This is an optimization exercise on Yosys and OpenROAD, whose aim is small area, not a production implementation.
In this exercise RTL edits were held to simulation tests only and were not proved equivalent to the original.
Power is estimated from default activity; no workload was simulated.

==> flow/design.v <==
module MULT18x12 (input [11:0] X, output wire[11:0] WX,  
                  input [17:0] W,
                  input clk);
  reg[27:0] P ;  
  wire SX=X[11] ;  
  wire SW=W[17] ;  
  wire SP= SX^SW ;  
  wire [10:0]mod_X = SX? -X : X ;  
  wire [16:0]mod_W = SW? -W : W ;  
  wire [27:0]mod_P = mod_X*mod_W;  
  assign WX = P>>16 ;  
  always @ (posedge clk) begin
    P <= SP? -mod_P : mod_P ;  
  end
endmodule
module ROM_18x100_Wre (input [6:0] k, output wire[17:0] Wre);
  reg [17:0]ROM[100:0] ;
  assign Wre = ROM[k] ;  
  initial  
  $readmemh ("Wr100.hex", ROM, 0, 100);
endmodule
module ROM_18x100_Wim (input [6:0] k, output wire[17:0] Wim);
  reg [17:0]ROM[100:0] ;
  assign Wim = ROM[k] ;  
  initial  
  $readmemh ("Wi100.hex", ROM, 0, 100);
endmodule
module SQRT_BL (input [2*18-1:0] X, output reg[18-1:0]Q,
                input st, output reg en,
                input rst,
                input clk);
  wire [2*18-1:0]M=Q*Q ;
  wire DI =(M<=X);
  reg[18:0] T ;  
  integer i ;
  always @ (posedge clk) begin
    if (rst) begin
      T <= 0 ; Q <= 0 ; en <= 0 ;
    end else begin
      T <= st? 1<<18 :en? T>>1 : T ;  
      Q[18-1] <= st? 1 : T[18]? DI : Q[18-1] ;  
      for (i=18-2 ; i>= 0; i=i-1)
      Q[i] <= st? 0 : T[i+2]? 1 : T[i+1]? DI : Q[i] ;  
      en<= st? 1 : (T[0] &en)? 0 :en ;  
    end
  end
endmodule
module DFTn (input[11:0]X, output wire [10:0]modY,  
             input ce,
             input clk,
             input rst,
             input st,
             input ce_bit,
             input [6:0]n);
  wire [17:0]Wre;  
  wire [17:0]Wim;  
  wire [11:0]WXre;  
  wire [11:0]WXim;  
  reg [18:0]Yre;  
  reg [18:0]Yim;  
  wire [35:0]SQreim;  
  wire [6:0]k;  
  reg [7:0]ACC;  
  assign k =(ACC>=100)? ACC-100 : ACC[6:0] ;  
  MULT18x12 DD1 (.X(X), .WX(WXre),
                 .W(Wre),
                 .clk(clk));
  MULT18x12 DD2 (.X(X), .WX(WXim),
                 .W(Wim),
                 .clk(clk));
  ROM_18x100_Wre DD3 (.k(k), .Wre(Wre));
  ROM_18x100_Wim DD4 (.k(k), .Wim(Wim));
  reg st_SQRT ;  
  reg tce_bit , tst;
  reg [18:0] bfYre ; reg [18:0] bfYim ;  
  wire CO = (ACC>=100) & ce ;  
  always @ (posedge clk) begin
    if (rst) begin
      tce_bit <= 0 ; tst <= 0 ; ACC <= 0 ; Yre <= 0 ; Yim <= 0 ;
      bfYre <= 0 ; bfYim <= 0 ; st_SQRT <= 0 ;
    end else begin
      tce_bit <= ce_bit ; tst <= st ;  
      ACC <= (ce_bit)? 0 : CO? (ACC+n)-100 : ce? ACC+n : ACC;
      Yre <= (tst | tce_bit)? {{7{WXre[11]}},WXre} : ce? Yre+{{7{WXre[11]}},WXre} : Yre ;
      Yim <= (tst | tce_bit)? {{7{WXim[11]}},WXim} : ce? Yim+{{7{WXim[11]}},WXim} : Yim ;
      bfYre <= ce_bit? Yre : bfYre ;
      bfYim <= ce_bit? Yim : bfYim ;
      st_SQRT <= tce_bit ;
    end
  end
  wire S_Yre=bfYre[18] ; wire S_Yim=bfYim[18] ;  
  wire [17:0]modYre = S_Yre? -bfYre : bfYre ;  
  wire [17:0]modYim = S_Yim? -bfYim : bfYim ;  
  wire [35:0]SQre = modYre[17:0]*modYre[17:0] ;  
  wire [35:0]SQim = modYim[17:0]*modYim[17:0] ;  
  assign SQreim = SQre+SQim ;  
  wire [17:0]SQRT ;
  wire SQRT_en ;
  assign modY = (SQRT*1310)>>16 ;  
  SQRT_BL DD5 (.X(SQreim), .Q(SQRT),
               .st(st_SQRT),
               .en(SQRT_en),
               .rst(rst),
               .clk(clk));
endmodule
module FSK_DFT2 (input clk,
                 input rst,
                 input [11:0] X,
                 input ce,
                 input st,
                 input ce_bit,
                 output wire [10:0] F1_AMP,
                 output wire [10:0] F2_AMP);
  wire [6:0]n1= 1 ;
  DFTn DD2 (.X(X), .modY(F1_AMP),
            .ce(ce), .clk(clk), .rst(rst),
            .st(st), .ce_bit(ce_bit), .n(n1));
  wire [6:0]n0= 2 ;
  DFTn DD3 (.X(X), .modY(F2_AMP),
            .ce(ce), .clk(clk), .rst(rst),
            .st(st), .ce_bit(ce_bit), .n(n0));
endmodule
==> flow/Wi100.hex <==
00000
01013
02015
02FF8
03FAA
04F1B
05E3D
06CFF
07B54
0892B
09679
0A32E
0AF3E
0BA9D
0C540
0CF1B
0D825
0E055
0E7A2
0EE05
0F378
0F7F5
0FB77
0FDFB
0FF7E
10000
0FF7E
0FDFB
0FB77
0F7F5
0F378
0EE05
0E7A2
0E055
0D825
0CF1B
0C540
0BA9D
0AF3E
0A32E
09679
0892B
07B54
06CFF
05E3D
04F1B
03FAA
02FF8
02015
01013
00000
3EFED
3DFEB
3D008
3C056
3B0E5
3A1C3
39301
384AC
376D5
36987
35CD2
350C2
34563
33AC0
330E5
327DB
31FAB
3185E
311FB
30C88
3080B
30489
30205
30082
30000
30082
30205
30489
3080B
30C88
311FB
3185E
31FAB
327DB
330E5
33AC0
34563
350C2
35CD2
36987
376D5
384AC
39301
3A1C3
3B0E5
3C056
3D008
3DFEB
3EFED
00000
==> flow/Wr100.hex <==
10000
0FF7E
0FDFB
0FB77
0F7F5
0F378
0EE05
0E7A2
0E055
0D825
0CF1B
0C540
0BA9D
0AF3E
0A32E
09679
0892B
07B54
06CFF
05E3D
04F1B
03FAA
02FF8
02015
01013
00000
3EFED
3DFEB
3D008
3C056
3B0E5
3A1C3
39301
384AC
376D5
36987
35CD2
350C2
34563
33AC0
330E5
327DB
31FAB
3185E
311FB
30C88
3080B
30489
30205
30082
30000
30082
30205
30489
3080B
30C88
311FB
3185E
31FAB
327DB
330E5
33AC0
34563
350C2
35CD2
36987
376D5
384AC
39301
3A1C3
3B0E5
3C056
3D008
3DFEB
3EFED
00000
01013
02015
02FF8
03FAA
04F1B
05E3D
06CFF
07B54
0892B
09679
0A32E
0AF3E
0BA9D
0C540
0CF1B
0D825
0E055
0E7A2
0EE05
0F378
0F7F5
0FB77
0FDFB
0FF7E
00000
==> flow/run.sh <==
#!/bin/bash
# synth_recipe.tcl (not shown) runs the flow's synth.tcl, then flattens the netlist and writes it again
# the make line also repeats each setting of config.mk as NAME=value (left out here)
make -C /OpenROAD-flow-scripts/flow DESIGN_CONFIG=/design/flow/config.mk WORK_HOME=/design/flow/orfs CLKGATE_MAP_FILE= SYNTH_SCRIPT=/design/flow/synth_recipe.tcl finish
==> flow/config.mk <==
export PLATFORM = sky130hd
export DESIGN_NAME = FSK_DFT2
export DESIGN_NICKNAME = FSK_DFT2
export VERILOG_FILES = /design/flow/design.v
export SDC_FILE = /design/flow/constraint.sdc
export NUM_CORES = 4
export LEC_CHECK = 0
export CAP_MARGIN = 20
export CORE_MARGIN = 2
export CORE_UTILIZATION = 40
export SLEW_MARGIN = 20
==> flow/constraint.sdc <==
create_clock -name core_clock -period 20.0 [get_ports {clk}]
set_input_delay 4.0000 -clock core_clock [delete_from_list [all_inputs] [get_ports {clk}]]
set_output_delay 4.0000 -clock core_clock [all_outputs]
set_load 0.01 [all_outputs]
==> notes.md <==
total power approximately 6.1 mW; Reg power frac roughly an eighth; Mapped Area around 110000 sq um; total gr overflow 0; Most Frequent Cell on Critical Path inv_1; worst hold start DD2.DD5.T[18]; DRC violations left 0; combinational cell fraction of total power 73.6%; DRT antenna net count 0; syn_nets 16500; Least-Margin Pin Slew 1.31 ns; post_cts resized 0; Critical-path top delay cell nor3_1; number of synthesized flops with an enable pin 0; gr usage total 22.8%; Tcrit/Tclk final 70.2%; final hold vios 0; Clk pwr share 13.5%; design internal power 2.89 mW; syn avg cell area 8.51 sq um; worst clock skew about 0.024 ns; first-pass GRT wire length ~510 mm; Synth top area share 37.6%; CP peak stage delay approximately 0.86 ns; Rel. slew slack 12.4%; Clock Latency Late Sink 0.62 ns; gpl congestion between 0.9 and 1; CP Buf/Inv Count 8; Yosys Warn Count 5; Async SR Flop Fraction 0%; CTS Buf Count 41; H-tree depth 2; vias in the first global route 91600; Finish-stage setup viols 0; Post-synth top flop dfxtp_1; Max Cap Viol 0; clock root buffer clkbuf_16; PD cells 51.3 nW/um^2; CTS tree yes; Final min period 14.05 ns; row cnt 193; Synth area leader fa_1; postcts setup bufs 0; total number of vias between 80000 and 90000; Core Region 276000 sq um; CP max FO 22; CP Capture Type flop; 1st-iter DRT viols 6550; register bit count reported by yosys approximately 290; die area 282000 sq um; Starting Density between 40 and 50%; Critical Path RT 20.51 ns; maximum clock path buffer count 3; WHS Endpoint DD2.DD5.Q[16]; Avg Vias per Cell between 5 and 6; number of top-level pins 39; share of cells above drive strength 1 3.95%; top post-synthesis cells by area fa_1 (38%), ha_1 (14%), inv_1 (9.6%), dfxtp_1 (5.3%), nand2_1 (4.1%); Worst VDD drop 0.000138 V; setup slack after layout 5.95 ns; Clock Pin Slew Worst Setup and Hold Paths roughly 0.06 ns; port bufs 38; sw frac a little over half; pre-CTS setup slack 6.21 ns; DIE WIDTH 531 um; Peak Freq approximately 70 MHz; Routed WL per cell 19.1 um; status timing/DRC/antenna clean; Hold Path Cell Cnt 2; antenna violations before repair 5; Hold WC Path Type reg -> reg; Pre-Repair DR Iteration Count 8; Lkg Pwr 60.9 nW; r2r worst-path depth 42; Startpoint Class flop; largest net degree at the start of global routing 78; Slew Viols, Final 0; R2R Path Start DD3.ACC[2]; Largest delay share family, worst path adder cells; cell count after synthesis 13100; Routed WL between 300 and 400 mm; FF-to-FF End DD3.DD1.P[27]; Clock Sinks 294; Filler Cells Inserted about 28000; Distinct cells, synth 114; # hold bufs at CTS 0; Area Growth Syn to Fin 5.99%; setup_tns 0 ns; crit path kind reg -> reg; Seq/Total Area, Yosys 5.29%; synth cell count leaders inv_1 (2857), fa_1 (2089), ha_1 (1286), nand2_1 (1225), nor2_1 (1144); Worst Path Arrival 14.56 ns; Final #Nets approximately 16000; RSZ-0062 raised after global routing false; reg-to-reg slack, setup between 5 and 6 ns; net switching power 3.16 mW; dpl hpwl 253 mm; die height 531 um; most frequent cell after synthesis inv_1
## layer usage
layer | GRT usage [%] | part of all wire, % | vias up
met2 | 37.1 | 46 | 2927
met3 | 3.56 | 7.4 | 607
met4 | 6.27 | 3.2 | 0
li1 | - | - | 40800
met1 | 31.2 | 44 | 44100
met5 | 0 | 0 | -
## power groups by stage
stage / clock [mW] / sequential, mW / combinational [mW]
2_1_floorplan: 0 / 0.740 / 3.20
3_3_place_gp: 0 / 0.796 / 4.39
3_5_place_dp: 0 / 0.796 / 4.42
4_1_cts: 0.844 / 0.784 / 4.46
5_1_grt: 0.862 / 0.796 / 5.04
6_report: 0.816 / 0.784 / 4.45
## cell usage in the layout (no fill, tap or decap), drive strengths merged, types with 36 or more instances in the layout
| master | netlist | final |
|---|---|---|
| nand2b | 72 | 72 |
| xor2 | 189 | 189 |
| a31oi | 64 | 64 |
| or2 | 51 | 51 |
| clkinv | 37 | 45 |
| xnor2 | 356 | 356 |
| fa | 2089 | 2089 |
| o21bai | 43 | 43 |
| clkbuf | 414 | 52 |
| nor2b | 62 | 62 |
| dfxtp | 294 | 294 |
| a221oi | 37 | 37 |
| nor2 | 1146 | 1146 |
| mux2i | 172 | 172 |
| nor3 | 144 | 144 |
| a21oi | 474 | 474 |
| o22ai | 48 | 48 |
| nand3 | 157 | 157 |
| o31ai | 62 | 62 |
| a211oi | 129 | 129 |
| o211ai | 81 | 81 |
| and2 | 236 | 236 |
| a21o | 157 | 157 |
| a311oi | 36 | 36 |
| o21a | 66 | 66 |
| or3 | 55 | 55 |
| inv | 2867 | 2876 |
| and3 | 37 | 37 |
| nand2 | 1225 | 1225 |
| ha | 1286 | 1286 |
| buf | 107 | 252 |
| o21ai | 357 | 357 |
| nand4 | 47 | 47 |
## kinds of logic after synthesis
group,Yosys count,share of synthesized area [%]
buffers and inverters,3425,11.7
adder cells (fa/ha/maj),3375,52.1
AND/OR/NAND/NOR,3331,13.3
AO/OA/AOI/OAI,1918,11.7
XOR/XNOR,545,4.29
flip-flops,294,5.29
multiplexers,185,1.71
## state kept, by name, summed over array words and instances, names as in the netlist, 7 cells and up
register   flops
DD3.DD5.Q     18
DD3.DD5.T     19
DD2.DD1.P     12
DD3.Yre       19
DD3.DD1.P     12
DD2.ACC        8
DD2.Yre       19
DD3.bfYre     19
DD2.DD2.P     12
DD2.Yim       19
DD3.DD2.P     12
DD2.DD5.Q     18
DD2.bfYre     19
DD3.ACC        7
DD3.bfYim     19
DD3.Yim       19
DD2.bfYim     19
DD2.DD5.T     19
## worst reg2reg max path: cells and delay by family, from the launching register on
kind / cells / cell delay (ns)
flops: 1 / 0.76
compound gates: 11 / 2.58
simple gates: 11 / 3.90
buf+inv: 8 / 1.37
xor+xnor: 3 / 1.16
fa+ha+maj: 9 / 4.17
## worst max-delay path by stage
stage / from / endpoint / slack (ns) / depth (start not counted)
6_report: DD3.ACC[2] / DD3.DD1.P[27] / 5.95 / 42
5_1_grt: DD3.ACC[2] / DD3.DD1.P[27] / 5.08 / 42
4_1_cts: DD3.ACC[2] / DD3.DD1.P[27] / 6.16 / 42
3_5_place_dp: DD3.ACC[2] / DD3.DD1.P[27] / 6.21 / 42
3_3_place_gp: DD3.ACC[2] / DD3.DD1.P[27] / 6.21 / 42
2_1_floorplan: X[0] / DD2.DD1.P[27] / 8.09 / 32
## metrics by stage
stage / cells / cell area [sq um] / util [%] / hold WS [ns]
2_1_floorplan: 13100 / 111000 / - / 0.449
3_3_place_gp: 16500 / 116000 / 42.1 / 0.479
3_5_place_dp: 16500 / 116000 / 42.1 / 0.483
4_1_cts: 16600 / 118000 / 42.6 / 0.491
5_1_grt: 16600 / 118000 / 42.6 / 0.495
6_report: 16600 / 118000 / 42.6 / 0.489
## cell type report
type	instances	area [sq um]	area share, %
multi-input combinational	9354	92700	78.7
timing repair buffer	287	2240	1.90
sequential	294	5890	4.99
antenna	5	12.5	0.0106
clock inverter	24	345	0.293
inverter	2904	10900	9.25
clock buffer	51	1140	0.971
tap	3705	4640	3.93

## static timing again, ports no longer ideal
How much do the figures lean on ideal ports? The routed layout below was timed once more, with nothing changed but the port constraints.
Step 1 assumes that a clkbuf_16 drives the clock port and a buf_2 every other input.
Step 2 moves the port delays by t, midway between the first and last clock arrival at a register: inputs arrive t later, outputs are due t later. That takes back most of the time a late clock gives input paths.
Three values: ideal ports, drivers, drivers and shift; two values: the first two.
shift t [ns]: 0.708
setup WS [ns]: 5.953 / 5.953 / 5.953
hold slack, ns: 0.489 / 0.489 / 0.489
worst setup path at the end: register to register
After both steps setup and hold are still met in this run. For this run, drivers alone change the setup slack by 0.000 ns; drivers and shift together by 0.000 ns.
